Source: an optimization exercise on an open RTL-to-GDS flow (aim: small area and a short achievable clock period). Production flows keep margins and buffers that such runs may drop. RTL that was checked went through simulation tests only; none was proved equivalent to the original. For run 1, only the layout was checked, not whether the RTL still works. Power and IR drop assume default switching activity.

===== flow/flow/run.sh =====
#!/bin/bash
# Own layout flow: the standard flow (standard.sh) with two changes:
#  - synthesis runs Yosys's synth without its generic "abc -fast" pass
#    (-noabc), so the full adders written in the RTL reach extract_fa as
#    written instead of being remapped first; everything else in
#    synth_recipe.tcl (flatten, renames, registers) is unchanged;
#  - port buffers use the buffer cell named in flow/ports.txt.
# Each tool's output is in the ORFS logs under orfs/logs; make's own output
# goes to flow.log here.
set -euo pipefail
here=$(pwd)
first=$(head -n 1 synth_recipe.tcl)
if [[ "$first" != 'proc synth {args} { yosys synth -nofsm -noshare {*}$args }' ]]; then
  echo "unexpected first line of synth_recipe.tcl: $first" >&2
  exit 1
fi
{ echo 'proc synth {args} { yosys synth -nofsm -noshare -noabc {*}$args }'; tail -n +2 synth_recipe.tcl; } > own_synth.tcl
buf=$(tr -d ' \n' < flow/ports.txt)
sed -e "s#SYNTH_SCRIPT=[^ ]*#SYNTH_SCRIPT=$here/own_synth.tcl 'BUFFER_PORTS_ARGS=-buffer_cell $buf'#" standard.sh > own_standard.sh
grep -q own_synth.tcl own_standard.sh
bash own_standard.sh > flow.log 2>&1

===== flow/flow/ports.txt =====
sky130_fd_sc_hd__buf_1

===== flow/standard.sh =====
#!/bin/bash
# synth_recipe.tcl (not shown) runs the flow's synth.tcl, then flattens the netlist and writes it again
# the make line also repeats each setting of config.mk as NAME=value (left out here)
make -C /OpenROAD-flow-scripts/flow DESIGN_CONFIG=/design/flow/config.mk WORK_HOME=/design/flow/orfs CLKGATE_MAP_FILE= SYNTH_SCRIPT=/design/flow/synth_recipe.tcl "${@:-finish}"

===== flow/config.mk =====
export PLATFORM = sky130hd
export DESIGN_NAME = FloatingPoint_Multiplier_Complete
export DESIGN_NICKNAME = FloatingPoint_Multiplier_Complete
export VERILOG_FILES = /design/flow/design.v
export SDC_FILE = /design/flow/constraint.sdc
export NUM_CORES = 4
export LEC_CHECK = 0
export ABC_CLOCK_PERIOD_IN_PS = 2500
export CAP_MARGIN = 20
export CORE_MARGIN = 2
export CORE_UTILIZATION = 40
export SETUP_SLACK_MARGIN = 4.5
export SLEW_MARGIN = 20

===== flow/constraint.sdc =====
create_clock -name core_clock -period 7.5 [get_ports {clk}]
set_input_delay 1.5000 -clock core_clock [delete_from_list [all_inputs] [get_ports {clk}]]
set_output_delay 1.5000 -clock core_clock [all_outputs]
set_load 0.01 [all_outputs]

===== flow/design.v =====
`timescale 1ns/1ps
module FloatingPoint_Multiplier_Complete (
    input wire         clk,
    input wire         rst,
    input  wire [15:0] a,
    input  wire [15:0] b,
    output reg  [15:0] result,
    output reg         overflow,
    output reg         underflow
);
    wire es_g0 = a[10] & b[10];
    wire es_p0 = a[10] ^ b[10];
    wire es_g1 = a[11] & b[11];
    wire es_p1 = a[11] ^ b[11];
    wire es_g2 = a[12] & b[12];
    wire es_p2 = a[12] ^ b[12];
    wire es_g3 = a[13] & b[13];
    wire es_p3 = a[13] ^ b[13];
    wire es_g4 = a[14] & b[14];
    wire es_p4 = a[14] ^ b[14];
    wire es_G0_1 = es_g1 | (es_p1 & es_g0);
    wire es_P0_1 = es_p1 & es_p0;
    wire es_G0_2 = es_g2 | (es_p2 & es_g1);
    wire es_P0_2 = es_p2 & es_p1;
    wire es_G0_3 = es_g3 | (es_p3 & es_g2);
    wire es_P0_3 = es_p3 & es_p2;
    wire es_G0_4 = es_g4 | (es_p4 & es_g3);
    wire es_P0_4 = es_p4 & es_p3;
    wire es_G1_2 = es_G0_2 | (es_P0_2 & es_g0);
    wire es_P1_2 = es_P0_2 & es_p0;
    wire es_G1_3 = es_G0_3 | (es_P0_3 & es_G0_1);
    wire es_P1_3 = es_P0_3 & es_P0_1;
    wire es_G1_4 = es_G0_4 | (es_P0_4 & es_G0_2);
    wire es_P1_4 = es_P0_4 & es_P0_2;
    wire es_G2_4 = es_G1_4 | (es_P1_4 & es_g0);
    wire es_P2_4 = es_P1_4 & es_p0;
    wire es_s1 = es_p1 ^ es_g0;
    wire es_s2 = es_p2 ^ es_G0_1;
    wire es_s3 = es_p3 ^ es_G1_2;
    wire es_s4 = es_p4 ^ es_G1_3;
    reg        r1_sign, r1_zero, r1_ha;
    reg  [5:0] r1_es;    
    reg  [9:0] r1_ma;
    reg        r1_hb;
    reg  [9:0] r1_mb;
    always @(posedge clk) begin
        r1_sign <= a[15] ^ b[15];
        r1_zero <= (a[14:0] == 15'd0) | (b[14:0] == 15'd0);
        r1_es   <= {es_G2_4, es_s4, es_s3, es_s2, es_s1, es_p0};
        r1_ha   <= a[14:10] != 5'd0;
        r1_ma   <= a[9:0];
        r1_hb   <= b[14:10] != 5'd0;
        r1_mb   <= b[9:0];
    end
    wire [10:0] mx = {r1_ha, r1_ma};
    wire [10:0] my = {r1_hb, r1_mb};
    wire pp0_0 = mx[0] & my[0], pp0_1 = mx[0] & my[1], pp0_2 = mx[0] & my[2], pp0_3 = mx[0] & my[3], pp0_4 = mx[0] & my[4], pp0_5 = mx[0] & my[5], pp0_6 = mx[0] & my[6], pp0_7 = mx[0] & my[7], pp0_8 = mx[0] & my[8], pp0_9 = mx[0] & my[9], pp0_10 = mx[0] & my[10];
    wire pp1_0 = mx[1] & my[0], pp1_1 = mx[1] & my[1], pp1_2 = mx[1] & my[2], pp1_3 = mx[1] & my[3], pp1_4 = mx[1] & my[4], pp1_5 = mx[1] & my[5], pp1_6 = mx[1] & my[6], pp1_7 = mx[1] & my[7], pp1_8 = mx[1] & my[8], pp1_9 = mx[1] & my[9], pp1_10 = mx[1] & my[10];
    wire pp2_0 = mx[2] & my[0], pp2_1 = mx[2] & my[1], pp2_2 = mx[2] & my[2], pp2_3 = mx[2] & my[3], pp2_4 = mx[2] & my[4], pp2_5 = mx[2] & my[5], pp2_6 = mx[2] & my[6], pp2_7 = mx[2] & my[7], pp2_8 = mx[2] & my[8], pp2_9 = mx[2] & my[9], pp2_10 = mx[2] & my[10];
    wire pp3_0 = mx[3] & my[0], pp3_1 = mx[3] & my[1], pp3_2 = mx[3] & my[2], pp3_3 = mx[3] & my[3], pp3_4 = mx[3] & my[4], pp3_5 = mx[3] & my[5], pp3_6 = mx[3] & my[6], pp3_7 = mx[3] & my[7], pp3_8 = mx[3] & my[8], pp3_9 = mx[3] & my[9], pp3_10 = mx[3] & my[10];
    wire pp4_0 = mx[4] & my[0], pp4_1 = mx[4] & my[1], pp4_2 = mx[4] & my[2], pp4_3 = mx[4] & my[3], pp4_4 = mx[4] & my[4], pp4_5 = mx[4] & my[5], pp4_6 = mx[4] & my[6], pp4_7 = mx[4] & my[7], pp4_8 = mx[4] & my[8], pp4_9 = mx[4] & my[9], pp4_10 = mx[4] & my[10];
    wire pp5_0 = mx[5] & my[0], pp5_1 = mx[5] & my[1], pp5_2 = mx[5] & my[2], pp5_3 = mx[5] & my[3], pp5_4 = mx[5] & my[4], pp5_5 = mx[5] & my[5], pp5_6 = mx[5] & my[6], pp5_7 = mx[5] & my[7], pp5_8 = mx[5] & my[8], pp5_9 = mx[5] & my[9], pp5_10 = mx[5] & my[10];
    wire pp6_0 = mx[6] & my[0], pp6_1 = mx[6] & my[1], pp6_2 = mx[6] & my[2], pp6_3 = mx[6] & my[3], pp6_4 = mx[6] & my[4], pp6_5 = mx[6] & my[5], pp6_6 = mx[6] & my[6], pp6_7 = mx[6] & my[7], pp6_8 = mx[6] & my[8], pp6_9 = mx[6] & my[9], pp6_10 = mx[6] & my[10];
    wire pp7_0 = mx[7] & my[0], pp7_1 = mx[7] & my[1], pp7_2 = mx[7] & my[2], pp7_3 = mx[7] & my[3], pp7_4 = mx[7] & my[4], pp7_5 = mx[7] & my[5], pp7_6 = mx[7] & my[6], pp7_7 = mx[7] & my[7], pp7_8 = mx[7] & my[8], pp7_9 = mx[7] & my[9], pp7_10 = mx[7] & my[10];
    wire pp8_0 = mx[8] & my[0], pp8_1 = mx[8] & my[1], pp8_2 = mx[8] & my[2], pp8_3 = mx[8] & my[3], pp8_4 = mx[8] & my[4], pp8_5 = mx[8] & my[5], pp8_6 = mx[8] & my[6], pp8_7 = mx[8] & my[7], pp8_8 = mx[8] & my[8], pp8_9 = mx[8] & my[9], pp8_10 = mx[8] & my[10];
    wire pp9_0 = mx[9] & my[0], pp9_1 = mx[9] & my[1], pp9_2 = mx[9] & my[2], pp9_3 = mx[9] & my[3], pp9_4 = mx[9] & my[4], pp9_5 = mx[9] & my[5], pp9_6 = mx[9] & my[6], pp9_7 = mx[9] & my[7], pp9_8 = mx[9] & my[8], pp9_9 = mx[9] & my[9], pp9_10 = mx[9] & my[10];
    wire pp10_0 = mx[10] & my[0], pp10_1 = mx[10] & my[1], pp10_2 = mx[10] & my[2], pp10_3 = mx[10] & my[3], pp10_4 = mx[10] & my[4], pp10_5 = mx[10] & my[5], pp10_6 = mx[10] & my[6], pp10_7 = mx[10] & my[7], pp10_8 = mx[10] & my[8], pp10_9 = mx[10] & my[9], pp10_10 = mx[10] & my[10];
    wire hs0 = pp0_9 ^ pp1_8;
    wire hc0 = pp0_9 & pp1_8;
    wire fs0 = pp0_10 ^ pp10_0 ^ pp1_9;
    wire fc0 = (pp0_10 & pp10_0) | (pp0_10 & pp1_9) | (pp10_0 & pp1_9);
    wire hs1 = pp2_8 ^ pp3_7;
    wire hc1 = pp2_8 & pp3_7;
    wire fs1 = pp10_1 ^ pp1_10 ^ pp2_9;
    wire fc1 = (pp10_1 & pp1_10) | (pp10_1 & pp2_9) | (pp1_10 & pp2_9);
    wire hs2 = pp3_8 ^ pp4_7;
    wire hc2 = pp3_8 & pp4_7;
    wire fs2 = pp10_2 ^ pp2_10 ^ pp3_9;
    wire fc2 = (pp10_2 & pp2_10) | (pp10_2 & pp3_9) | (pp2_10 & pp3_9);
    wire hs3 = pp0_6 ^ pp1_5;
    wire hc3 = pp0_6 & pp1_5;
    wire fs3 = pp0_7 ^ pp1_6 ^ pp2_5;
    wire fc3 = (pp0_7 & pp1_6) | (pp0_7 & pp2_5) | (pp1_6 & pp2_5);
    wire hs4 = pp3_4 ^ pp4_3;
    wire hc4 = pp3_4 & pp4_3;
    wire fs4 = pp0_8 ^ pp1_7 ^ pp2_6;
    wire fc4 = (pp0_8 & pp1_7) | (pp0_8 & pp2_6) | (pp1_7 & pp2_6);
    wire fs5 = pp3_5 ^ pp4_4 ^ pp5_3;
    wire fc5 = (pp3_5 & pp4_4) | (pp3_5 & pp5_3) | (pp4_4 & pp5_3);
    wire hs5 = pp6_2 ^ pp7_1;
    wire hc5 = pp6_2 & pp7_1;
    wire fs6 = pp2_7 ^ pp3_6 ^ pp4_5;
    wire fc6 = (pp2_7 & pp3_6) | (pp2_7 & pp4_5) | (pp3_6 & pp4_5);
    wire fs7 = pp5_4 ^ pp6_3 ^ pp7_2;
    wire fc7 = (pp5_4 & pp6_3) | (pp5_4 & pp7_2) | (pp6_3 & pp7_2);
    wire fs8 = pp8_1 ^ pp9_0 ^ hs0;
    wire fc8 = (pp8_1 & pp9_0) | (pp8_1 & hs0) | (pp9_0 & hs0);
    wire fs9 = pp4_6 ^ pp5_5 ^ pp6_4;
    wire fc9 = (pp4_6 & pp5_5) | (pp4_6 & pp6_4) | (pp5_5 & pp6_4);
    wire fs10 = pp7_3 ^ pp8_2 ^ pp9_1;
    wire fc10 = (pp7_3 & pp8_2) | (pp7_3 & pp9_1) | (pp8_2 & pp9_1);
    wire fs11 = hc0 ^ hs1 ^ fs0;
    wire fc11 = (hc0 & hs1) | (hc0 & fs0) | (hs1 & fs0);
    wire fs12 = pp5_6 ^ pp6_5 ^ pp7_4;
    wire fc12 = (pp5_6 & pp6_5) | (pp5_6 & pp7_4) | (pp6_5 & pp7_4);
    wire fs13 = pp8_3 ^ pp9_2 ^ hc1;
    wire fc13 = (pp8_3 & pp9_2) | (pp8_3 & hc1) | (pp9_2 & hc1);
    wire fs14 = hs2 ^ fc0 ^ fs1;
    wire fc14 = (hs2 & fc0) | (hs2 & fs1) | (fc0 & fs1);
    wire fs15 = pp4_8 ^ pp5_7 ^ pp6_6;
    wire fc15 = (pp4_8 & pp5_7) | (pp4_8 & pp6_6) | (pp5_7 & pp6_6);
    wire fs16 = pp7_5 ^ pp8_4 ^ pp9_3;
    wire fc16 = (pp7_5 & pp8_4) | (pp7_5 & pp9_3) | (pp8_4 & pp9_3);
    wire fs17 = hc2 ^ fc1 ^ fs2;
    wire fc17 = (hc2 & fc1) | (hc2 & fs2) | (fc1 & fs2);
    wire fs18 = pp10_3 ^ pp3_10 ^ pp4_9;
    wire fc18 = (pp10_3 & pp3_10) | (pp10_3 & pp4_9) | (pp3_10 & pp4_9);
    wire fs19 = pp5_8 ^ pp6_7 ^ pp7_6;
    wire fc19 = (pp5_8 & pp6_7) | (pp5_8 & pp7_6) | (pp6_7 & pp7_6);
    wire fs20 = pp8_5 ^ pp9_4 ^ fc2;
    wire fc20 = (pp8_5 & pp9_4) | (pp8_5 & fc2) | (pp9_4 & fc2);
    wire fs21 = pp10_4 ^ pp4_10 ^ pp5_9;
    wire fc21 = (pp10_4 & pp4_10) | (pp10_4 & pp5_9) | (pp4_10 & pp5_9);
    wire fs22 = pp6_8 ^ pp7_7 ^ pp8_6;
    wire fc22 = (pp6_8 & pp7_7) | (pp6_8 & pp8_6) | (pp7_7 & pp8_6);
    wire fs23 = pp10_5 ^ pp5_10 ^ pp6_9;
    wire fc23 = (pp10_5 & pp5_10) | (pp10_5 & pp6_9) | (pp5_10 & pp6_9);
    wire hs6 = pp0_4 ^ pp1_3;
    wire hc6 = pp0_4 & pp1_3;
    wire fs24 = pp0_5 ^ pp1_4 ^ pp2_3;
    wire fc24 = (pp0_5 & pp1_4) | (pp0_5 & pp2_3) | (pp1_4 & pp2_3);
    wire hs7 = pp3_2 ^ pp4_1;
    wire hc7 = pp3_2 & pp4_1;
    wire fs25 = pp2_4 ^ pp3_3 ^ pp4_2;
    wire fc25 = (pp2_4 & pp3_3) | (pp2_4 & pp4_2) | (pp3_3 & pp4_2);
    wire fs26 = pp5_1 ^ pp6_0 ^ hs3;
    wire fc26 = (pp5_1 & pp6_0) | (pp5_1 & hs3) | (pp6_0 & hs3);
    wire fs27 = pp5_2 ^ pp6_1 ^ pp7_0;
    wire fc27 = (pp5_2 & pp6_1) | (pp5_2 & pp7_0) | (pp6_1 & pp7_0);
    wire fs28 = hc3 ^ hs4 ^ fs3;
    wire fc28 = (hc3 & hs4) | (hc3 & fs3) | (hs4 & fs3);
    wire fs29 = pp8_0 ^ hc4 ^ hs5;
    wire fc29 = (pp8_0 & hc4) | (pp8_0 & hs5) | (hc4 & hs5);
    wire fs30 = fc3 ^ fs4 ^ fs5;
    wire fc30 = (fc3 & fs4) | (fc3 & fs5) | (fs4 & fs5);
    wire fs31 = hc5 ^ fc4 ^ fc5;
    wire fc31 = (hc5 & fc4) | (hc5 & fc5) | (fc4 & fc5);
    wire fs32 = fs6 ^ fs7 ^ fs8;
    wire fc32 = (fs6 & fs7) | (fs6 & fs8) | (fs7 & fs8);
    wire fs33 = fc6 ^ fc7 ^ fs10;
    wire fc33 = (fc6 & fc7) | (fc6 & fs10) | (fc7 & fs10);
    wire fs34 = fs9 ^ fc8 ^ fs11;
    wire fc34 = (fs9 & fc8) | (fs9 & fs11) | (fc8 & fs11);
    wire fs35 = fc10 ^ fc9 ^ fs12;
    wire fc35 = (fc10 & fc9) | (fc10 & fs12) | (fc9 & fs12);
    wire fs36 = fs13 ^ fc11 ^ fs14;
    wire fc36 = (fs13 & fc11) | (fs13 & fs14) | (fc11 & fs14);
    wire fs37 = fc12 ^ fs15 ^ fs16;
    wire fc37 = (fc12 & fs15) | (fc12 & fs16) | (fs15 & fs16);
    wire fs38 = fc13 ^ fc14 ^ fs17;
    wire fc38 = (fc13 & fc14) | (fc13 & fs17) | (fc14 & fs17);
    wire fs39 = fc15 ^ fc16 ^ fs18;
    wire fc39 = (fc15 & fc16) | (fc15 & fs18) | (fc16 & fs18);
    wire fs40 = fs19 ^ fc17 ^ fs20;
    wire fc40 = (fs19 & fc17) | (fs19 & fs20) | (fc17 & fs20);
    wire fs41 = pp9_5 ^ fc18 ^ fc19;
    wire fc41 = (pp9_5 & fc18) | (pp9_5 & fc19) | (fc18 & fc19);
    wire fs42 = fs21 ^ fs22 ^ fc20;
    wire fc42 = (fs21 & fs22) | (fs21 & fc20) | (fs22 & fc20);
    wire fs43 = pp7_8 ^ pp8_7 ^ pp9_6;
    wire fc43 = (pp7_8 & pp8_7) | (pp7_8 & pp9_6) | (pp8_7 & pp9_6);
    wire fs44 = fc21 ^ fc22 ^ fs23;
    wire fc44 = (fc21 & fc22) | (fc21 & fs23) | (fc22 & fs23);
    wire fs45 = pp10_6 ^ pp6_10 ^ pp7_9;
    wire fc45 = (pp10_6 & pp6_10) | (pp10_6 & pp7_9) | (pp6_10 & pp7_9);
    wire fs46 = pp8_8 ^ pp9_7 ^ fc23;
    wire fc46 = (pp8_8 & pp9_7) | (pp8_8 & fc23) | (pp9_7 & fc23);
    wire fs47 = pp10_7 ^ pp7_10 ^ pp8_9;
    wire fc47 = (pp10_7 & pp7_10) | (pp10_7 & pp8_9) | (pp7_10 & pp8_9);
    wire hs8 = pp0_3 ^ pp1_2;
    wire hc8 = pp0_3 & pp1_2;
    wire fs48 = pp2_2 ^ pp3_1 ^ pp4_0;
    wire fc48 = (pp2_2 & pp3_1) | (pp2_2 & pp4_0) | (pp3_1 & pp4_0);
    wire fs49 = pp5_0 ^ hc6 ^ hs7;
    wire fc49 = (pp5_0 & hc6) | (pp5_0 & hs7) | (hc6 & hs7);
    wire fs50 = hc7 ^ fc24 ^ fs25;
    wire fc50 = (hc7 & fc24) | (hc7 & fs25) | (fc24 & fs25);
    wire fs51 = fc25 ^ fs27 ^ fc26;
    wire fc51 = (fc25 & fs27) | (fc25 & fc26) | (fs27 & fc26);
    wire fs52 = fc27 ^ fs29 ^ fc28;
    wire fc52 = (fc27 & fs29) | (fc27 & fc28) | (fs29 & fc28);
    wire fs53 = fc29 ^ fc30 ^ fs31;
    wire fc53 = (fc29 & fc30) | (fc29 & fs31) | (fc30 & fs31);
    wire fs54 = fc31 ^ fs33 ^ fc32;
    wire fc54 = (fc31 & fs33) | (fc31 & fc32) | (fs33 & fc32);
    wire fs55 = fc33 ^ fs35 ^ fc34;
    wire fc55 = (fc33 & fs35) | (fc33 & fc34) | (fs35 & fc34);
    wire fs56 = fc35 ^ fs37 ^ fc36;
    wire fc56 = (fc35 & fs37) | (fc35 & fc36) | (fs37 & fc36);
    wire fs57 = fc37 ^ fs39 ^ fc38;
    wire fc57 = (fc37 & fs39) | (fc37 & fc38) | (fs39 & fc38);
    wire fs58 = fc39 ^ fs41 ^ fc40;
    wire fc58 = (fc39 & fs41) | (fc39 & fc40) | (fs41 & fc40);
    wire fs59 = fs43 ^ fc41 ^ fs44;
    wire fc59 = (fs43 & fc41) | (fs43 & fs44) | (fc41 & fs44);
    wire fs60 = fc43 ^ fs45 ^ fc44;
    wire fc60 = (fc43 & fs45) | (fc43 & fc44) | (fs45 & fc44);
    wire fs61 = pp9_8 ^ fc45 ^ fs47;
    wire fc61 = (pp9_8 & fc45) | (pp9_8 & fs47) | (fc45 & fs47);
    wire fs62 = pp10_8 ^ pp8_10 ^ pp9_9;
    wire fc62 = (pp10_8 & pp8_10) | (pp10_8 & pp9_9) | (pp8_10 & pp9_9);
    wire hs9 = pp0_2 ^ pp1_1;
    wire hc9 = pp0_2 & pp1_1;
    wire fs63 = pp2_1 ^ pp3_0 ^ hs8;
    wire fc63 = (pp2_1 & pp3_0) | (pp2_1 & hs8) | (pp3_0 & hs8);
    wire fs64 = hc8 ^ hs6 ^ fs48;
    wire fc64 = (hc8 & hs6) | (hc8 & fs48) | (hs6 & fs48);
    wire fs65 = fc48 ^ fs24 ^ fs49;
    wire fc65 = (fc48 & fs24) | (fc48 & fs49) | (fs24 & fs49);
    wire fs66 = fc49 ^ fs26 ^ fs50;
    wire fc66 = (fc49 & fs26) | (fc49 & fs50) | (fs26 & fs50);
    wire fs67 = fc50 ^ fs28 ^ fs51;
    wire fc67 = (fc50 & fs28) | (fc50 & fs51) | (fs28 & fs51);
    wire fs68 = fs30 ^ fc51 ^ fs52;
    wire fc68 = (fs30 & fc51) | (fs30 & fs52) | (fc51 & fs52);
    wire fs69 = fc52 ^ fs32 ^ fs53;
    wire fc69 = (fc52 & fs32) | (fc52 & fs53) | (fs32 & fs53);
    wire fs70 = fc53 ^ fs34 ^ fs54;
    wire fc70 = (fc53 & fs34) | (fc53 & fs54) | (fs34 & fs54);
    wire fs71 = fs36 ^ fc54 ^ fs55;
    wire fc71 = (fs36 & fc54) | (fs36 & fs55) | (fc54 & fs55);
    wire fs72 = fs38 ^ fc55 ^ fs56;
    wire fc72 = (fs38 & fc55) | (fs38 & fs56) | (fc55 & fs56);
    wire fs73 = fs40 ^ fc56 ^ fs57;
    wire fc73 = (fs40 & fc56) | (fs40 & fs57) | (fc56 & fs57);
    wire fs74 = fs42 ^ fc57 ^ fs58;
    wire fc74 = (fs42 & fc57) | (fs42 & fs58) | (fc57 & fs58);
    wire fs75 = fc42 ^ fs59 ^ fc58;
    wire fc75 = (fc42 & fs59) | (fc42 & fc58) | (fs59 & fc58);
    wire fs76 = fs46 ^ fc59 ^ fs60;
    wire fc76 = (fs46 & fc59) | (fs46 & fs60) | (fc59 & fs60);
    wire fs77 = fc46 ^ fs61 ^ fc60;
    wire fc77 = (fc46 & fs61) | (fc46 & fc60) | (fs61 & fc60);
    wire fs78 = fc47 ^ fs62 ^ fc61;
    wire fc78 = (fc47 & fs62) | (fc47 & fc61) | (fs62 & fc61);
    wire fs79 = pp10_9 ^ pp9_10 ^ fc62;
    wire fc79 = (pp10_9 & pp9_10) | (pp10_9 & fc62) | (pp9_10 & fc62);
    wire lo_g1 = pp0_1 & pp1_0;
    wire lo_p1 = pp0_1 ^ pp1_0;
    wire lo_g2 = pp2_0 & hs9;
    wire lo_p2 = pp2_0 ^ hs9;
    wire lo_g3 = hc9 & fs63;
    wire lo_p3 = hc9 ^ fs63;
    wire lo_g4 = fc63 & fs64;
    wire lo_p4 = fc63 ^ fs64;
    wire lo_g5 = fc64 & fs65;
    wire lo_p5 = fc64 ^ fs65;
    wire lo_g6 = fc65 & fs66;
    wire lo_p6 = fc65 ^ fs66;
    wire lo_g7 = fc66 & fs67;
    wire lo_p7 = fc66 ^ fs67;
    wire lo_G0_1 = lo_g1;
    wire lo_P0_1 = lo_p1 & pp0_0;
    wire lo_G0_2 = lo_g2 | (lo_p2 & lo_g1);
    wire lo_P0_2 = lo_p2 & lo_p1;
    wire lo_G0_3 = lo_g3 | (lo_p3 & lo_g2);
    wire lo_P0_3 = lo_p3 & lo_p2;
    wire lo_G0_4 = lo_g4 | (lo_p4 & lo_g3);
    wire lo_P0_4 = lo_p4 & lo_p3;
    wire lo_G0_5 = lo_g5 | (lo_p5 & lo_g4);
    wire lo_P0_5 = lo_p5 & lo_p4;
    wire lo_G0_6 = lo_g6 | (lo_p6 & lo_g5);
    wire lo_P0_6 = lo_p6 & lo_p5;
    wire lo_G0_7 = lo_g7 | (lo_p7 & lo_g6);
    wire lo_P0_7 = lo_p7 & lo_p6;
    wire lo_G1_2 = lo_G0_2;
    wire lo_P1_2 = lo_P0_2 & pp0_0;
    wire lo_G1_3 = lo_G0_3 | (lo_P0_3 & lo_G0_1);
    wire lo_P1_3 = lo_P0_3 & lo_P0_1;
    wire lo_G1_4 = lo_G0_4 | (lo_P0_4 & lo_G0_2);
    wire lo_P1_4 = lo_P0_4 & lo_P0_2;
    wire lo_G1_5 = lo_G0_5 | (lo_P0_5 & lo_G0_3);
    wire lo_P1_5 = lo_P0_5 & lo_P0_3;
    wire lo_G1_6 = lo_G0_6 | (lo_P0_6 & lo_G0_4);
    wire lo_P1_6 = lo_P0_6 & lo_P0_4;
    wire lo_G1_7 = lo_G0_7 | (lo_P0_7 & lo_G0_5);
    wire lo_P1_7 = lo_P0_7 & lo_P0_5;
    wire lo_G2_4 = lo_G1_4;
    wire lo_P2_4 = lo_P1_4 & pp0_0;
    wire lo_G2_5 = lo_G1_5 | (lo_P1_5 & lo_G0_1);
    wire lo_P2_5 = lo_P1_5 & lo_P0_1;
    wire lo_G2_6 = lo_G1_6 | (lo_P1_6 & lo_G1_2);
    wire lo_P2_6 = lo_P1_6 & lo_P1_2;
    wire lo_G2_7 = lo_G1_7 | (lo_P1_7 & lo_G1_3);
    wire lo_P2_7 = lo_P1_7 & lo_P1_3;
    wire lo_s2 = lo_p2 ^ lo_G0_1;
    wire lo_s3 = lo_p3 ^ lo_G1_2;
    wire lo_s4 = lo_p4 ^ lo_G1_3;
    wire lo_s5 = lo_p5 ^ lo_G2_4;
    wire lo_s6 = lo_p6 ^ lo_G2_5;
    wire lo_s7 = lo_p7 ^ lo_G2_6;
    wire [7:0] nlo = {lo_s7, lo_s6, lo_s5, lo_s4, lo_s3, lo_s2, lo_p1, pp0_0};
    wire zq0 = ~pp0_0;
    wire zq1 = ~((pp0_1 ^ pp1_0) ^ pp0_0);
    wire zq2 = ~((pp2_0 ^ hs9) ^ (pp0_1 | pp1_0));
    wire zq3 = ~((hc9 ^ fs63) ^ (pp2_0 | hs9));
    wire zq4 = ~((fc63 ^ fs64) ^ (hc9 | fs63));
    wire zq5 = ~((fc64 ^ fs65) ^ (fc63 | fs64));
    wire zq6 = ~((fc65 ^ fs66) ^ (fc64 | fs65));
    wire zq7 = ~((fc66 ^ fs67) ^ (fc65 | fs66));
    wire zq8 = ~((fc67 ^ fs68) ^ (fc66 | fs67));
    wire zq9 = ~((fc68 ^ fs69) ^ (fc67 | fs68));
    wire zr1 = ~((pp0_1 ^ pp1_0) ^ 1'b0);
    wire z08 = zq0 & zq1 & zq2 & zq3 & zq4 & zq5 & zq6 & zq7 & zq8;    
    wire z19 = zr1 & zq2 & zq3 & zq4 & zq5 & zq6 & zq7 & zq8 & zq9;    
    wire [6:0] e2 = {1'b0, r1_es} - 7'd15;    
    reg [20:8] r2_a;
    reg [20:8] r2_b;
    reg        r2_cin;
    reg        r2_z0;
    reg        r2_z1;
    reg        r2_sign;
    reg        r2_zero;
    reg  [6:0] r2_e;
    always @(posedge clk) begin
        r2_cin <= lo_G2_7;
        r2_z0 <= z08;
        r2_z1 <= z19;
        r2_a[8] <= fc67;
        r2_b[8] <= fs68;
        r2_a[9] <= fc68;
        r2_b[9] <= fs69;
        r2_a[10] <= fc69;
        r2_b[10] <= fs70;
        r2_a[11] <= fc70;
        r2_b[11] <= fs71;
        r2_a[12] <= fc71;
        r2_b[12] <= fs72;
        r2_a[13] <= fc72;
        r2_b[13] <= fs73;
        r2_a[14] <= fs74;
        r2_b[14] <= fc73;
        r2_a[15] <= fc74;
        r2_b[15] <= fs75;
        r2_a[16] <= fs76;
        r2_b[16] <= fc75;
        r2_a[17] <= fc76;
        r2_b[17] <= fs77;
        r2_a[18] <= fs78;
        r2_b[18] <= fc77;
        r2_a[19] <= fs79;
        r2_b[19] <= fc78;
        r2_a[20] <= pp10_10;
        r2_b[20] <= fc79;
        r2_sign <= r1_sign;
        r2_zero <= r1_zero;
        r2_e <= e2;
    end
    wire hi_g0 = r2_a[8] & r2_b[8];
    wire hi_p0 = r2_a[8] ^ r2_b[8];
    wire hi_g1 = r2_a[9] & r2_b[9];
    wire hi_p1 = r2_a[9] ^ r2_b[9];
    wire hi_g2 = r2_a[10] & r2_b[10];
    wire hi_p2 = r2_a[10] ^ r2_b[10];
    wire hi_g3 = r2_a[11] & r2_b[11];
    wire hi_p3 = r2_a[11] ^ r2_b[11];
    wire hi_g4 = r2_a[12] & r2_b[12];
    wire hi_p4 = r2_a[12] ^ r2_b[12];
    wire hi_g5 = r2_a[13] & r2_b[13];
    wire hi_p5 = r2_a[13] ^ r2_b[13];
    wire hi_g6 = r2_a[14] & r2_b[14];
    wire hi_p6 = r2_a[14] ^ r2_b[14];
    wire hi_g7 = r2_a[15] & r2_b[15];
    wire hi_p7 = r2_a[15] ^ r2_b[15];
    wire hi_g8 = r2_a[16] & r2_b[16];
    wire hi_p8 = r2_a[16] ^ r2_b[16];
    wire hi_g9 = r2_a[17] & r2_b[17];
    wire hi_p9 = r2_a[17] ^ r2_b[17];
    wire hi_g10 = r2_a[18] & r2_b[18];
    wire hi_p10 = r2_a[18] ^ r2_b[18];
    wire hi_g11 = r2_a[19] & r2_b[19];
    wire hi_p11 = r2_a[19] ^ r2_b[19];
    wire hi_g12 = r2_a[20] & r2_b[20];
    wire hi_p12 = r2_a[20] ^ r2_b[20];
    wire hi_G0_1 = hi_g1 | (hi_p1 & hi_g0);
    wire hi_P0_1 = hi_p1 & hi_p0;
    wire hi_G0_2 = hi_g2 | (hi_p2 & hi_g1);
    wire hi_P0_2 = hi_p2 & hi_p1;
    wire hi_G0_3 = hi_g3 | (hi_p3 & hi_g2);
    wire hi_P0_3 = hi_p3 & hi_p2;
    wire hi_G0_4 = hi_g4 | (hi_p4 & hi_g3);
    wire hi_P0_4 = hi_p4 & hi_p3;
    wire hi_G0_5 = hi_g5 | (hi_p5 & hi_g4);
    wire hi_P0_5 = hi_p5 & hi_p4;
    wire hi_G0_6 = hi_g6 | (hi_p6 & hi_g5);
    wire hi_P0_6 = hi_p6 & hi_p5;
    wire hi_G0_7 = hi_g7 | (hi_p7 & hi_g6);
    wire hi_P0_7 = hi_p7 & hi_p6;
    wire hi_G0_8 = hi_g8 | (hi_p8 & hi_g7);
    wire hi_P0_8 = hi_p8 & hi_p7;
    wire hi_G0_9 = hi_g9 | (hi_p9 & hi_g8);
    wire hi_P0_9 = hi_p9 & hi_p8;
    wire hi_G0_10 = hi_g10 | (hi_p10 & hi_g9);
    wire hi_P0_10 = hi_p10 & hi_p9;
    wire hi_G0_11 = hi_g11 | (hi_p11 & hi_g10);
    wire hi_P0_11 = hi_p11 & hi_p10;
    wire hi_G0_12 = hi_g12 | (hi_p12 & hi_g11);
    wire hi_P0_12 = hi_p12 & hi_p11;
    wire hi_G1_2 = hi_G0_2 | (hi_P0_2 & hi_g0);
    wire hi_P1_2 = hi_P0_2 & hi_p0;
    wire hi_G1_3 = hi_G0_3 | (hi_P0_3 & hi_G0_1);
    wire hi_P1_3 = hi_P0_3 & hi_P0_1;
    wire hi_G1_4 = hi_G0_4 | (hi_P0_4 & hi_G0_2);
    wire hi_P1_4 = hi_P0_4 & hi_P0_2;
    wire hi_G1_5 = hi_G0_5 | (hi_P0_5 & hi_G0_3);
    wire hi_P1_5 = hi_P0_5 & hi_P0_3;
    wire hi_G1_6 = hi_G0_6 | (hi_P0_6 & hi_G0_4);
    wire hi_P1_6 = hi_P0_6 & hi_P0_4;
    wire hi_G1_7 = hi_G0_7 | (hi_P0_7 & hi_G0_5);
    wire hi_P1_7 = hi_P0_7 & hi_P0_5;
    wire hi_G1_8 = hi_G0_8 | (hi_P0_8 & hi_G0_6);
    wire hi_P1_8 = hi_P0_8 & hi_P0_6;
    wire hi_G1_9 = hi_G0_9 | (hi_P0_9 & hi_G0_7);
    wire hi_P1_9 = hi_P0_9 & hi_P0_7;
    wire hi_G1_10 = hi_G0_10 | (hi_P0_10 & hi_G0_8);
    wire hi_P1_10 = hi_P0_10 & hi_P0_8;
    wire hi_G1_11 = hi_G0_11 | (hi_P0_11 & hi_G0_9);
    wire hi_P1_11 = hi_P0_11 & hi_P0_9;
    wire hi_G1_12 = hi_G0_12 | (hi_P0_12 & hi_G0_10);
    wire hi_P1_12 = hi_P0_12 & hi_P0_10;
    wire hi_G2_4 = hi_G1_4 | (hi_P1_4 & hi_g0);
    wire hi_P2_4 = hi_P1_4 & hi_p0;
    wire hi_G2_5 = hi_G1_5 | (hi_P1_5 & hi_G0_1);
    wire hi_P2_5 = hi_P1_5 & hi_P0_1;
    wire hi_G2_6 = hi_G1_6 | (hi_P1_6 & hi_G1_2);
    wire hi_P2_6 = hi_P1_6 & hi_P1_2;
    wire hi_G2_7 = hi_G1_7 | (hi_P1_7 & hi_G1_3);
    wire hi_P2_7 = hi_P1_7 & hi_P1_3;
    wire hi_G2_8 = hi_G1_8 | (hi_P1_8 & hi_G1_4);
    wire hi_P2_8 = hi_P1_8 & hi_P1_4;
    wire hi_G2_9 = hi_G1_9 | (hi_P1_9 & hi_G1_5);
    wire hi_P2_9 = hi_P1_9 & hi_P1_5;
    wire hi_G2_10 = hi_G1_10 | (hi_P1_10 & hi_G1_6);
    wire hi_P2_10 = hi_P1_10 & hi_P1_6;
    wire hi_G2_11 = hi_G1_11 | (hi_P1_11 & hi_G1_7);
    wire hi_P2_11 = hi_P1_11 & hi_P1_7;
    wire hi_G2_12 = hi_G1_12 | (hi_P1_12 & hi_G1_8);
    wire hi_P2_12 = hi_P1_12 & hi_P1_8;
    wire hi_G3_8 = hi_G2_8 | (hi_P2_8 & hi_g0);
    wire hi_P3_8 = hi_P2_8 & hi_p0;
    wire hi_G3_9 = hi_G2_9 | (hi_P2_9 & hi_G0_1);
    wire hi_P3_9 = hi_P2_9 & hi_P0_1;
    wire hi_G3_10 = hi_G2_10 | (hi_P2_10 & hi_G1_2);
    wire hi_P3_10 = hi_P2_10 & hi_P1_2;
    wire hi_G3_11 = hi_G2_11 | (hi_P2_11 & hi_G1_3);
    wire hi_P3_11 = hi_P2_11 & hi_P1_3;
    wire hi_G3_12 = hi_G2_12 | (hi_P2_12 & hi_G2_4);
    wire hi_P3_12 = hi_P2_12 & hi_P2_4;
    wire hi_s0 = hi_p0 ^ r2_cin;
    wire hi_C1 = hi_g0 | (hi_p0 & r2_cin);
    wire hi_s1 = hi_p1 ^ hi_C1;
    wire hi_C2 = hi_G0_1 | (hi_P0_1 & r2_cin);
    wire hi_s2 = hi_p2 ^ hi_C2;
    wire hi_C3 = hi_G1_2 | (hi_P1_2 & r2_cin);
    wire hi_s3 = hi_p3 ^ hi_C3;
    wire hi_C4 = hi_G1_3 | (hi_P1_3 & r2_cin);
    wire hi_s4 = hi_p4 ^ hi_C4;
    wire hi_C5 = hi_G2_4 | (hi_P2_4 & r2_cin);
    wire hi_s5 = hi_p5 ^ hi_C5;
    wire hi_C6 = hi_G2_5 | (hi_P2_5 & r2_cin);
    wire hi_s6 = hi_p6 ^ hi_C6;
    wire hi_C7 = hi_G2_6 | (hi_P2_6 & r2_cin);
    wire hi_s7 = hi_p7 ^ hi_C7;
    wire hi_C8 = hi_G2_7 | (hi_P2_7 & r2_cin);
    wire hi_s8 = hi_p8 ^ hi_C8;
    wire hi_C9 = hi_G3_8 | (hi_P3_8 & r2_cin);
    wire hi_s9 = hi_p9 ^ hi_C9;
    wire hi_C10 = hi_G3_9 | (hi_P3_9 & r2_cin);
    wire hi_s10 = hi_p10 ^ hi_C10;
    wire hi_C11 = hi_G3_10 | (hi_P3_10 & r2_cin);
    wire hi_s11 = hi_p11 ^ hi_C11;
    wire hi_C12 = hi_G3_11 | (hi_P3_11 & r2_cin);
    wire hi_s12 = hi_p12 ^ hi_C12;
    wire hi_C13 = hi_G3_12 | (hi_P3_12 & r2_cin);
    wire tie0 = hi_s1 & r2_z0;
    wire tie1 = hi_s2 & r2_z1;
    wire r0_a0_1 = hi_s2 & hi_s1;
    wire r0_a0_2 = hi_s3 & hi_s2;
    wire r0_a0_3 = hi_s4 & hi_s3;
    wire r0_a0_4 = hi_s5 & hi_s4;
    wire r0_a0_5 = hi_s6 & hi_s5;
    wire r0_a0_6 = hi_s7 & hi_s6;
    wire r0_a0_7 = hi_s8 & hi_s7;
    wire r0_a0_8 = hi_s9 & hi_s8;
    wire r0_a0_9 = hi_s10 & hi_s9;
    wire r0_a0_10 = hi_s11 & hi_s10;
    wire r0_a0_11 = hi_s12 & hi_s11;
    wire r0_a1_2 = r0_a0_2 & hi_s1;
    wire r0_a1_3 = r0_a0_3 & r0_a0_1;
    wire r0_a1_4 = r0_a0_4 & r0_a0_2;
    wire r0_a1_5 = r0_a0_5 & r0_a0_3;
    wire r0_a1_6 = r0_a0_6 & r0_a0_4;
    wire r0_a1_7 = r0_a0_7 & r0_a0_5;
    wire r0_a1_8 = r0_a0_8 & r0_a0_6;
    wire r0_a1_9 = r0_a0_9 & r0_a0_7;
    wire r0_a1_10 = r0_a0_10 & r0_a0_8;
    wire r0_a1_11 = r0_a0_11 & r0_a0_9;
    wire r0_a2_4 = r0_a1_4 & hi_s1;
    wire r0_a2_5 = r0_a1_5 & r0_a0_1;
    wire r0_a2_6 = r0_a1_6 & r0_a1_2;
    wire r0_a2_7 = r0_a1_7 & r0_a1_3;
    wire r0_a2_8 = r0_a1_8 & r0_a1_4;
    wire r0_a2_9 = r0_a1_9 & r0_a1_5;
    wire r0_a2_10 = r0_a1_10 & r0_a1_6;
    wire r0_a2_11 = r0_a1_11 & r0_a1_7;
    wire r0_a3_8 = r0_a2_8 & hi_s1;
    wire r0_a3_9 = r0_a2_9 & r0_a0_1;
    wire r0_a3_10 = r0_a2_10 & r0_a1_2;
    wire r0_a3_11 = r0_a2_11 & r0_a1_3;
    wire r0_0 = hi_s2 ^ hi_s1;
    wire r0_1 = hi_s3 ^ r0_a0_1;
    wire r0_2 = hi_s4 ^ r0_a1_2;
    wire r0_3 = hi_s5 ^ r0_a1_3;
    wire r0_4 = hi_s6 ^ r0_a2_4;
    wire r0_5 = hi_s7 ^ r0_a2_5;
    wire r0_6 = hi_s8 ^ r0_a2_6;
    wire r0_7 = hi_s9 ^ r0_a2_7;
    wire r0_8 = hi_s10 ^ r0_a3_8;
    wire r0_9 = hi_s11 ^ r0_a3_9;
    wire r0_10 = hi_s12 ^ r0_a3_10;
    wire r0_top = hi_C13 | r0_a3_11;    
    wire r1_a0_1 = hi_s3 & hi_s2;
    wire r1_a0_2 = hi_s4 & hi_s3;
    wire r1_a0_3 = hi_s5 & hi_s4;
    wire r1_a0_4 = hi_s6 & hi_s5;
    wire r1_a0_5 = hi_s7 & hi_s6;
    wire r1_a0_6 = hi_s8 & hi_s7;
    wire r1_a0_7 = hi_s9 & hi_s8;
    wire r1_a0_8 = hi_s10 & hi_s9;
    wire r1_a0_9 = hi_s11 & hi_s10;
    wire r1_a0_10 = hi_s12 & hi_s11;
    wire r1_a1_2 = r1_a0_2 & hi_s2;
    wire r1_a1_3 = r1_a0_3 & r1_a0_1;
    wire r1_a1_4 = r1_a0_4 & r1_a0_2;
    wire r1_a1_5 = r1_a0_5 & r1_a0_3;
    wire r1_a1_6 = r1_a0_6 & r1_a0_4;
    wire r1_a1_7 = r1_a0_7 & r1_a0_5;
    wire r1_a1_8 = r1_a0_8 & r1_a0_6;
    wire r1_a1_9 = r1_a0_9 & r1_a0_7;
    wire r1_a1_10 = r1_a0_10 & r1_a0_8;
    wire r1_a2_4 = r1_a1_4 & hi_s2;
    wire r1_a2_5 = r1_a1_5 & r1_a0_1;
    wire r1_a2_6 = r1_a1_6 & r1_a1_2;
    wire r1_a2_7 = r1_a1_7 & r1_a1_3;
    wire r1_a2_8 = r1_a1_8 & r1_a1_4;
    wire r1_a2_9 = r1_a1_9 & r1_a1_5;
    wire r1_a2_10 = r1_a1_10 & r1_a1_6;
    wire r1_a3_8 = r1_a2_8 & hi_s2;
    wire r1_a3_9 = r1_a2_9 & r1_a0_1;
    wire r1_a3_10 = r1_a2_10 & r1_a1_2;
    wire r1_0 = hi_s3 ^ hi_s2;
    wire r1_1 = hi_s4 ^ r1_a0_1;
    wire r1_2 = hi_s5 ^ r1_a1_2;
    wire r1_3 = hi_s6 ^ r1_a1_3;
    wire r1_4 = hi_s7 ^ r1_a2_4;
    wire r1_5 = hi_s8 ^ r1_a2_5;
    wire r1_6 = hi_s9 ^ r1_a2_6;
    wire r1_7 = hi_s10 ^ r1_a2_7;
    wire r1_8 = hi_s11 ^ r1_a3_8;
    wire r1_9 = hi_s12 ^ r1_a3_9;
    wire [9:0] mant0 = {r0_9, r0_8, r0_7, r0_6, r0_5, r0_4, r0_3, r0_2, r0_1, r0_0} & ~{9'd0, tie0};
    wire [9:0] mant1 = {r1_9, r1_8, r1_7, r1_6, r1_5, r1_4, r1_3, r1_2, r1_1, r1_0} & ~{9'd0, tie1};
    wire [9:0] mant  = r0_top ? mant1 : mant0;
    wire       ovf0 = ~r2_e[6] & (r2_e[5:0] >= 6'd31);
    wire       ovf1 = ~r2_e[6] & (r2_e[5:0] >= 6'd30);
    wire       unf0 = r2_e[6] | (r2_e[5:0] == 6'd0);
    wire       unf1 = r2_e[6];
    wire [4:0] ef0  = r2_e[4:0];
    wire [4:0] ef1  = r2_e[4:0] + 5'd1;
    wire       ovf  = r0_top ? ovf1 : ovf0;
    wire       unf  = r0_top ? unf1 : unf0;
    wire [4:0] ef   = r0_top ? ef1 : ef0;
    reg        r3_nz, r3_ovf, r3_unf;    
    reg [15:0] r3_val;
    always @(posedge clk or posedge rst) begin
        if (rst) begin
            r3_nz  <= 1'b0;
            r3_ovf <= 1'b0;
            r3_unf <= 1'b0;
            r3_val <= 16'd0;
        end else begin
            r3_nz  <= ~r2_zero & ~ovf & ~unf;
            r3_ovf <= ~r2_zero & ovf;
            r3_unf <= ~r2_zero & ~ovf & unf;
            r3_val <= {r2_sign, ef, mant};
        end
    end
    always @(*) begin
        result    = r3_nz ? r3_val : (r3_ovf ? 16'h7F80 : 16'd0);
        overflow  = r3_ovf;
        underflow = r3_unf;
    end
endmodule

==> summary.txt, run 1 <==
STA
  • Slew Viols, Final: 0
  • Final Hold Fails: 0
  • Max Clk Rate: 313.7 MHz
  • Final setup fails: 0
  • Setup Total Neg Slack: 0 ns
  • Slew at the pin closest to its max-slew limit: 0.6267 ns
  • Portion of the clock cycle consumed by the worst path in the final layout: 42.50%
  • Fin crit period: 3.188 ns
  • Final clock skew: 0.007897 ns
  • Slew margin rel.: 57.84%
  • RSZ-0062 raised after global routing: yes

Min path
  • Startpoint of the tightest hold check path: r2_sign
  • Worst hold path class: register to register

Clocking
  • Deepest clock path buffer count: 2
  • CTS tree: yes
  • H-tree levels: 3
  • Clock transition at path regs: 0.06 ns
  • Count of clock tree sinks: 87
  • Root Buffer: clkbuf_16
  • Clock latency of the later-clocked register in the worst-skew pair: 0.35 ns
  • Number of clock buffers inserted by TritonCTS: 9

Global route
  • Number of global-route vias before repair: 4,811
  • Global-route wire length before repair: 23,360 um
  • Largest net degree at the start of global routing: 20
  • Global route total overflow: 0
  • Total global routing track utilization: 16.55%
  • Antenna violations before repair: 0

Placed design
  • Last weighted congestion value of the routability-driven placer: 0.8152
  • Number of port buffers: 51
  • DPL Wire Length: 10,290 um
  • Cell count after placement: 875

Finish
  • Post-layout instance count excluding filler cells: 930
  • Diode insertion count for antenna repair: 0
  • Area added between synthesis and finish: 20.84%
  • Number of nets at the end of the flow: 870
  • Fraction of layout instances using a drive strength above 1: 20.85%

Critical path
  • Critical Path Source Type: register
  • Required @ worst endpoint: 7.73 ns
  • Setup slack of the most critical reg-to-reg path: 4.31 ns
  • Launch point of the worst reg-to-reg path: r1_ma[1]
  • Maximum fanout encountered on the critical timing path: 4
  • Beginning of the critical path: r1_ma[1]
  • Setup crit end kind: register
  • Arrival time of the worst setup path: 3.41 ns
  • Crit Path Class: register to register

Synthesis
  • Number of flops mapped to enable cells by yosys: 0
  • Post-synthesis sequential area ratio: 27.76%
  • Syn nets: 800
  • Distinct cells, synth: 57
  • Cell types occupying the most area after synthesis: fa_1 25%, dfxtp_1 21%, and2_1 12%, ha_1 9.5%, dfrtp_1 7.2%
  • Most common library cells after synthesis: 126 x and2_1, 81 x fa_1, 68 x dfxtp_1
  • Synth Cell Area: 6616 um^2
  • Syn_area_per_cell: 10.42 um^2
  • Dominant cell by count in the synthesized netlist: and2_1
  • Number of synthesis warnings: 1
  • Proportion of netlist area held by the largest area contributor: 24.51%
  • Synthesized instance count: 635
  • Post-synthesis register bit count: 87
  • Async set-or-reset flop fraction in the synthesized netlist: 21.84%
  • Library cell occupying the most area in the post-synthesis netlist: fa_1
  • Most common flop cell mapped by yosys: dfxtp_1

Floorplanning
  • Die extent in x: 132.6 um
  • Total Die Area: 17,590 um^2
  • Height of the die: 132.6 um
  • Starting density of the core: 40.47%
  • Number of placement rows: 47
  • Number of placed I/O pins: 52
  • Area of the core region: 16,350 um^2

Job
  • Number of max-capacitance violations reported: 0

Drt
  • DRC violation total after the first TritonRoute iteration: 204
  • Vias post-DR: 4,561
  • Remaining antenna violation count after routing: 0
  • Drt wl/cell: 15.10 um
  • Post-Route WL: 14,040 um
  • Drt first pass iters: 4
  • Ratio of routed vias to standard cells: 4.904
  • Post-detailed-route DRC marker count: 0

Power and ir drop
  • Power density over the cells: 413.3 nW/um^2
  • Highest ir drop seen on vdd: 227.8 uV
  • LEAKAGE: 3.331 nW
  • Sum of internal, switching and leakage power: 3.305 mW

Outcome
  • Result of the run: complete, no violations
[layout make-up]
class / instances / area (um^2)
fill: 1516 / 8353
multi-input combinational: 488 / 4890
sequential: 87 / 1897
timing repair buffer: 89 / 516.7
tap: 220 / 275.3
clock buffer: 10 / 229.0
inverter: 30 / 112.6
clock inverter: 6 / 75.07
[final timing paths]
kind | endpoint | depth (start not counted)
setup / recovery | r2_b[11] | 7
hold / removal | r3_val[15] | 0
setup reg to reg | r2_b[11] | 7
hold reg to reg | r3_val[15] | 0
max in group asynchronous | r3_nz | 2
min in group asynchronous | r3_val[15] | 2
[flip-flops by register name (all words and copies together), names as in the netlist]
signal and cells:
r2_zero 1, r2_a 13, r1_ma 10, r3_nz 1, r1_sign 1, r2_sign 1
r1_mb 10, r3_unf 1, r2_e 7, r1_hb 1, r1_zero 1, r2_z1 1
r3_val 16, r1_es 6, r2_cin 1, r2_z0 1, r3_ovf 1, r1_ha 1
r2_b 13
[critical path, stage by stage (launching register included)]
cell,delay [ns]
dfxtp_4,0.36
buf_4,0.14
and2_1,0.16
fa_1,0.46
fa_1,0.52
fa_2,0.42
fa_2,0.59
fa_2,0.42
[through the flow]
stage                     instance area [um^2]  util, %  hold slack (ns)  setup WS [ns]
after global routing                      7995    48.91           0.3430          4.249
after floorplan                           6644        -           0.3096          4.359
after CTS                                 7631    46.68           0.3359          4.291
final                                     7995    48.91           0.3322          4.312
after detailed placement                  6982    42.71           0.3207          3.839
after global placement                    6982    42.71           0.3116          4.000
[logic make-up after synthesis]
| group | count (synthesis) | share of synthesized area (%) |
|---|---|---|
| multiplexers | 3 | 0.4539 |
| AO/OA/AOI/OAI | 72 | 7.886 |
| XOR/XNOR | 45 | 6.070 |
| AND/OR/NAND/NOR | 236 | 20.29 |
| buffers and inverters | 61 | 3.574 |
| flip-flops | 87 | 27.76 |
| adder cells (fa/ha/maj) | 131 | 33.96 |
[where the power goes]
group / internal [mW] / switching (mW) / total [mW]
logic: 1.04 / 1.12 / 2.16
clock network: 0.263 / 0.191 / 0.454
registers: 0.609 / 0.0820 / 0.691
total: 1.91 / 1.39 / 3.30
[routing by layer]
metal / vias to the layer above / GRT usage, % / routed length [um] / part of all wire, %
met5: - / 0 / 0 / 0
met4: 0 / 5.376 / 328 / 2.3
met3: 27 / 3.180 / 502 / 3.6
met2: 96 / 28.01 / 6770 / 48
met1: 2219 / 21.40 / 6443 / 46
li1: 2219 / - / - / -
[cell usage in the layout (no fill, tap or decap), drive strengths merged, types with 19 or more instances in the layout]
cell type,n
and2,126
buf,89
fa,81
dfxtp,68
ha,50
nand2,43
inv,33
xnor2,29
dfrtp,19
a21oi,19
[repair_timing]
| action | 4_1_cts | 5_1_grt |
|---|---|---|
| buffers inserted | 19 | 19 |
| gates cloned | 1 | 0 |
| endpoints found under the setup margin | 31 | 37 |
| endpoints found under the hold margin | 0 | 0 |
| hold buffers | 0 | 0 |
| pin swaps | 19 | 39 |
| gates resized for setup | 56 | 47 |
==> inputs of run 2 (changes only) <==
--- a/flow/design.v
+++ b/flow/design.v
@@ -38,15 +38,14 @@
     wire es_s2 = es_p2 ^ es_G0_1;
     wire es_s3 = es_p3 ^ es_G1_2;
     wire es_s4 = es_p4 ^ es_G1_3;
-    reg        r1_sign, r1_zero, r1_ha;
+    reg        r1_sign, r1_ha;
     reg  [5:0] r1_es;    
     reg  [9:0] r1_ma;
     reg        r1_hb;
     reg  [9:0] r1_mb;
     always @(posedge clk) begin
         r1_sign <= a[15] ^ b[15];
-        r1_zero <= (a[14:0] == 15'd0) | (b[14:0] == 15'd0);
-        r1_es   <= {es_G2_4, es_s4, es_s3, es_s2, es_s1, es_p0};
+        r1_es   <= ((a[14:0] == 15'd0) | (b[14:0] == 15'd0)) ? 6'h3f : {es_G2_4, es_s4, es_s3, es_s2, es_s1, es_p0};
         r1_ha   <= a[14:10] != 5'd0;
         r1_ma   <= a[9:0];
         r1_hb   <= b[14:10] != 5'd0;
@@ -313,15 +312,13 @@
     wire zr1 = ~((pp0_1 ^ pp1_0) ^ 1'b0);
     wire z08 = zq0 & zq1 & zq2 & zq3 & zq4 & zq5 & zq6 & zq7 & zq8;    
     wire z19 = zr1 & zq2 & zq3 & zq4 & zq5 & zq6 & zq7 & zq8 & zq9;    
-    wire [6:0] e2 = {1'b0, r1_es} - 7'd15;    
     reg [20:8] r2_a;
     reg [20:8] r2_b;
     reg        r2_cin;
     reg        r2_z0;
     reg        r2_z1;
     reg        r2_sign;
-    reg        r2_zero;
-    reg  [6:0] r2_e;
+    reg  [5:0] r2_es;
     always @(posedge clk) begin
         r2_cin <= lo_G2_7;
         r2_z0 <= z08;
@@ -353,8 +350,7 @@
         r2_a[20] <= pp10_10;
         r2_b[20] <= fc79;
         r2_sign <= r1_sign;
-        r2_zero <= r1_zero;
-        r2_e <= e2;
+        r2_es <= r1_es;
     end
     wire hi_g0 = r2_a[8] & r2_b[8];
     wire hi_p0 = r2_a[8] ^ r2_b[8];
@@ -571,12 +567,13 @@
     wire [9:0] mant0 = {r0_9, r0_8, r0_7, r0_6, r0_5, r0_4, r0_3, r0_2, r0_1, r0_0} & ~{9'd0, tie0};
     wire [9:0] mant1 = {r1_9, r1_8, r1_7, r1_6, r1_5, r1_4, r1_3, r1_2, r1_1, r1_0} & ~{9'd0, tie1};
     wire [9:0] mant  = r0_top ? mant1 : mant0;
-    wire       ovf0 = ~r2_e[6] & (r2_e[5:0] >= 6'd31);
-    wire       ovf1 = ~r2_e[6] & (r2_e[5:0] >= 6'd30);
-    wire       unf0 = r2_e[6] | (r2_e[5:0] == 6'd0);
-    wire       unf1 = r2_e[6];
-    wire [4:0] ef0  = r2_e[4:0];
-    wire [4:0] ef1  = r2_e[4:0] + 5'd1;
+    wire       r2_zero = &r2_es;
+    wire       ovf0 = r2_es >= 6'd46;
+    wire       ovf1 = r2_es >= 6'd45;
+    wire       unf0 = r2_es <= 6'd15;
+    wire       unf1 = r2_es <= 6'd14;
+    wire [4:0] ef0  = r2_es[4:0] + 5'd17;
+    wire [4:0] ef1  = r2_es[4:0] + 5'd18;
     wire       ovf  = r0_top ? ovf1 : ovf0;
     wire       unf  = r0_top ? unf1 : unf0;
     wire [4:0] ef   = r0_top ? ef1 : ef0;
--- a/flow/config.mk
+++ b/flow/config.mk
@@ -9,5 +9,5 @@
 export CAP_MARGIN = 20
 export CORE_MARGIN = 2
 export CORE_UTILIZATION = 40
-export SETUP_SLACK_MARGIN = 4.5
+export SETUP_SLACK_MARGIN = 3.5
 export SLEW_MARGIN = 20
==> summary.txt, run 2 <==
Outcome
  • Result of the run: complete, no violations

Synthesis
  • Most common flop cell mapped by yosys: dfxtp_1
  • Cell types occupying the most area after synthesis: fa_1 25%, dfxtp_1 20%, and2_1 12%, ha_1 9.7%, dfrtp_1 7.2%
  • Syn nets: 793 (-0.88%)
  • Synth Cell Area: 6589 um^2 (-0.42%)
  • Post-synthesis register bit count: 84 (-3.4%)
  • Synthesized instance count: 627 (-1.3%)
  • Dominant cell by count in the synthesized netlist: and2_1
  • Number of synthesis warnings: 1 (unchanged)
  • Library cell occupying the most area in the post-synthesis netlist: fa_1
  • Post-synthesis sequential area ratio: 26.97% (-0.80 points)
  • Most common library cells after synthesis: 126 x and2_1, 81 x fa_1, 65 x dfxtp_1
  • Async set-or-reset flop fraction in the synthesized netlist: 22.62% (+0.78 points)
  • Distinct cells, synth: 65 (+14%)
  • Number of flops mapped to enable cells by yosys: 0 (unchanged)
  • Proportion of netlist area held by the largest area contributor: 24.61% (+0.10 points)
  • Syn_area_per_cell: 10.51 um^2 (+0.85%)

Finish
  • Most frequent cells in the layout: 126 x and2_1, 81 x fa_1, 65 x dfxtp_1
  • Number of nets at the end of the flow: 827 (-4.9%)
  • Flip-flop count of the largest register after layout: 16 (unchanged)
  • Diode insertion count for antenna repair: 0 (unchanged)
  • Leading cell type in the layout, fill and taps excluded: and2_1
  • Area added between synthesis and finish: 9.894%
  • Post-layout instance count excluding filler cells: 882 (-5.2%)
  • Fraction of layout instances using a drive strength above 1: 5.706% (-15 points)
  • Largest Register: r3_val
  • Post-route core utilization: 45.25% (-3.7 points)
  • Registers with the most flip-flops: r3_val: 16 flops, r2_a: 13 flops, r2_b: 13 flops

Drt
  • DRC violation total after the first TritonRoute iteration: 167 (-18%)
  • Post-Route WL: 13,150 um (-6.4%)
  • Ratio of routed vias to standard cells: 4.935 (+0.63%)
  • Drt first pass iters: 4 (unchanged)
  • Post-detailed-route DRC marker count: 0 (unchanged)
  • Drt wl/cell: 14.91 um (-1.3%)
  • Vias post-DR: 4,353 (-4.6%)
  • Remaining antenna violation count after routing: 0 (unchanged)

Critical path
  • Maximum fanout encountered on the critical timing path: 11 (+7)
  • Setup crit end kind: register
  • Crit Path Class: register to register
  • Arrival time of the worst setup path: 3.74 ns (+0.33 ns)
  • Critical Path Source Type: register
  • Required @ worst endpoint: 7.76 ns (+0.03 ns)

Clocking
  • CTS tree: yes
  • Deepest clock path buffer count: 2 (unchanged)
  • Hold-fix buffers, CTS: 0 (unchanged)
  • Clock latency of the later-clocked register in the worst-skew pair: 0.34 ns (about the same)
  • Count of clock tree sinks: 84 (-3.4%)
  • Number of clock buffers inserted by TritonCTS: 9 (unchanged)
  • Root Buffer: clkbuf_16
  • Number of buffers inserted by post-CTS setup repair: 0 (-19)
  • Count of instances resized after the clock tree is built: 0 (-100%)
  • H-tree levels: 3 (unchanged)
  • Clock transition at path regs: 0.06 ns (about the same)

STA
  • Slew margin rel.: 43.90% (-14 points)
  • Slew at the pin closest to its max-slew limit: 0.8370 ns (+0.2103 ns)
  • Slew Viols, Final: 0 (unchanged)
  • Final clock skew: 0.006323 ns (-0.001573 ns)
  • Final Hold Fails: 0 (unchanged)
  • Fin crit period: 3.476 ns (+0.2881 ns)
  • Max Clk Rate: 287.7 MHz (-8.3%)
  • Portion of the clock cycle consumed by the worst path in the final layout: 46.35% (+3.8 points)
  • Final setup fails: 0 (unchanged)
  • RSZ-0062 raised after global routing: no
  • Setup Total Neg Slack: 0 ns (unchanged)

Floorplanning
  • Starting density of the core: 41.18% (+0.71 points)
  • Area of the core region: 16,000 um^2 (-2.1%)
  • Height of the die: 132.3 um (-0.20%)
  • Number of placement rows: 46 (-2.1%)
  • Total Die Area: 17,520 um^2 (-0.40%)
  • Die extent in x: 132.3 um (-0.20%)
  • Number of placed I/O pins: 52 (unchanged)

Placed design
  • Last weighted congestion value of the routability-driven placer: 0.8818 (+8.2%)
  • DPL Wire Length: 10,590 um (+2.9%)
  • Cell count after placement: 866 (-1.0%)
  • Number of port buffers: 51 (unchanged)

Global route
  • Global-route wire length before repair: 23,120 um (-1.1%)
  • Largest net degree at the start of global routing: 20 (unchanged)
  • Number of global-route vias before repair: 4,696 (-2.4%)
  • Antenna violations before repair: 0 (unchanged)
  • Global route total overflow: 0 (unchanged)
  • Total global routing track utilization: 16.41% (-0.14 points)

Job
  • Number of max-capacitance violations reported: 0 (unchanged)

Power and ir drop
  • Power density over the cells: 368.9 nW/um^2 (-11%)
  • Highest ir drop seen on vdd: 172.4 uV (-24%)
  • LEAKAGE: 3.156 nW (-5.3%)

Min path
  • Worst hold path class: register to register
==> run 2: where the power goes <==
part	total, mW	leakage [nW]	switching [mW]	internal (mW)
Sequential	0.649	0.769	0.0650	0.584
Clock	0.448	0.157	0.175	0.273
Combinational	1.57	2.23	0.892	0.682
==> run 2: kinds of logic (layout without fill, tap and decap cells) <==
group                    Yosys count  after routing  share of synthesized area (%)
buffers and inverters             57             96                          3.589
multiplexers                       5              5                         0.7786
AND/OR/NAND/NOR                  237            237                          20.96
adder cells (fa/ha/maj)          132            132                          34.30
flip-flops                        84             84                          26.97
AO/OA/AOI/OAI                     77             77                          8.754
XOR/XNOR                          35             35                          4.652
==> run 2: through the flow <==
stage	hold WS (ns)	worst slack, ns	instance area, um^2	power (mW)
floorplan	0.3096	4.215	6589	1.919
global placement	0.3147	4.110	6923	2.214
detailed placement	0.3121	4.021	6923	2.242
CTS	0.3264	4.009	7241	2.703
global route	0.3280	3.658	7241	2.946
finish	0.3264	4.024	7241	2.671
==> run 2: worst paths after layout <==
check	startpoint	to	slack [ns]	cells after the start
worst max-delay path	r1_mb[6]	r2_z1	4.02	11
worst min register to register	r1_es[2]	r2_es[2]	0.33	0
max in group asynchronous	rst	r3_val[5]	5.85	2
worst max register to register	r1_mb[6]	r2_z1	4.02	11
worst min-delay path	r1_es[2]	r2_es[2]	0.33	0
min in group asynchronous	rst	r3_val[0]	1.23	2
==> run 2: cell type report <==
cell class | count | area (um^2)
fill | 1551 | 8760
multi-input combinational | 486 | 4576
sequential | 84 | 1777
clock buffer | 13 | 291.5
tap | 216 | 270.3
timing repair buffer | 51 | 191.4
inverter | 29 | 108.9
clock inverter | 3 | 26.28
==> run 2: critical path, cell delays in order (launching register included) <==
cell and delay [ns]:
dfxtp_1 0.51, and2_1 0.18, ha_1 0.24, fa_1 0.39, fa_1 0.49, fa_1 0.52
inv_1 0.05, ha_1 0.29, xnor2_1 0.13, nor4_1 0.25, nand4_1 0.15, nor3_1 0.20
==> run 2: routing by layer <==
layer / track usage (%) / up-vias / wire length, um
met3: 3.652 / 12 / 545
met5: 0 / - / 0
met4: 5.376 / 0 / 158
met1: 21.01 / 2124 / 6090
met2: 27.61 / 104 / 6353
li1: - / 2113 / -

[re-timing with driven ports]
How much do the figures lean on ideal ports? The routed layouts below were timed once more, with nothing changed but the port constraints.
Step 1 assumes that a clkbuf_16 drives the clock port and a buf_2 every other input.
Step 2 adds t to the input delays and takes it off the output delays; t is the mean of the earliest and latest rising clock arrival at the registers after step 1. Input paths then give back, and output paths get back, about the clock's delay inside the block.
Three values: no drivers, after step 1, after step 2; two values: the first two.
| run | t (ns) | setup slack, ns | pins driven straight from the clock port |
|---|---|---|---|
| run 1 | 0.384 | 4.312 / 4.312 / 4.312 | 1 |
| run 2 | 0.381 | 4.024 / 4.024 / 4.024 | 1 |
After both steps every run listed still meets setup and hold.
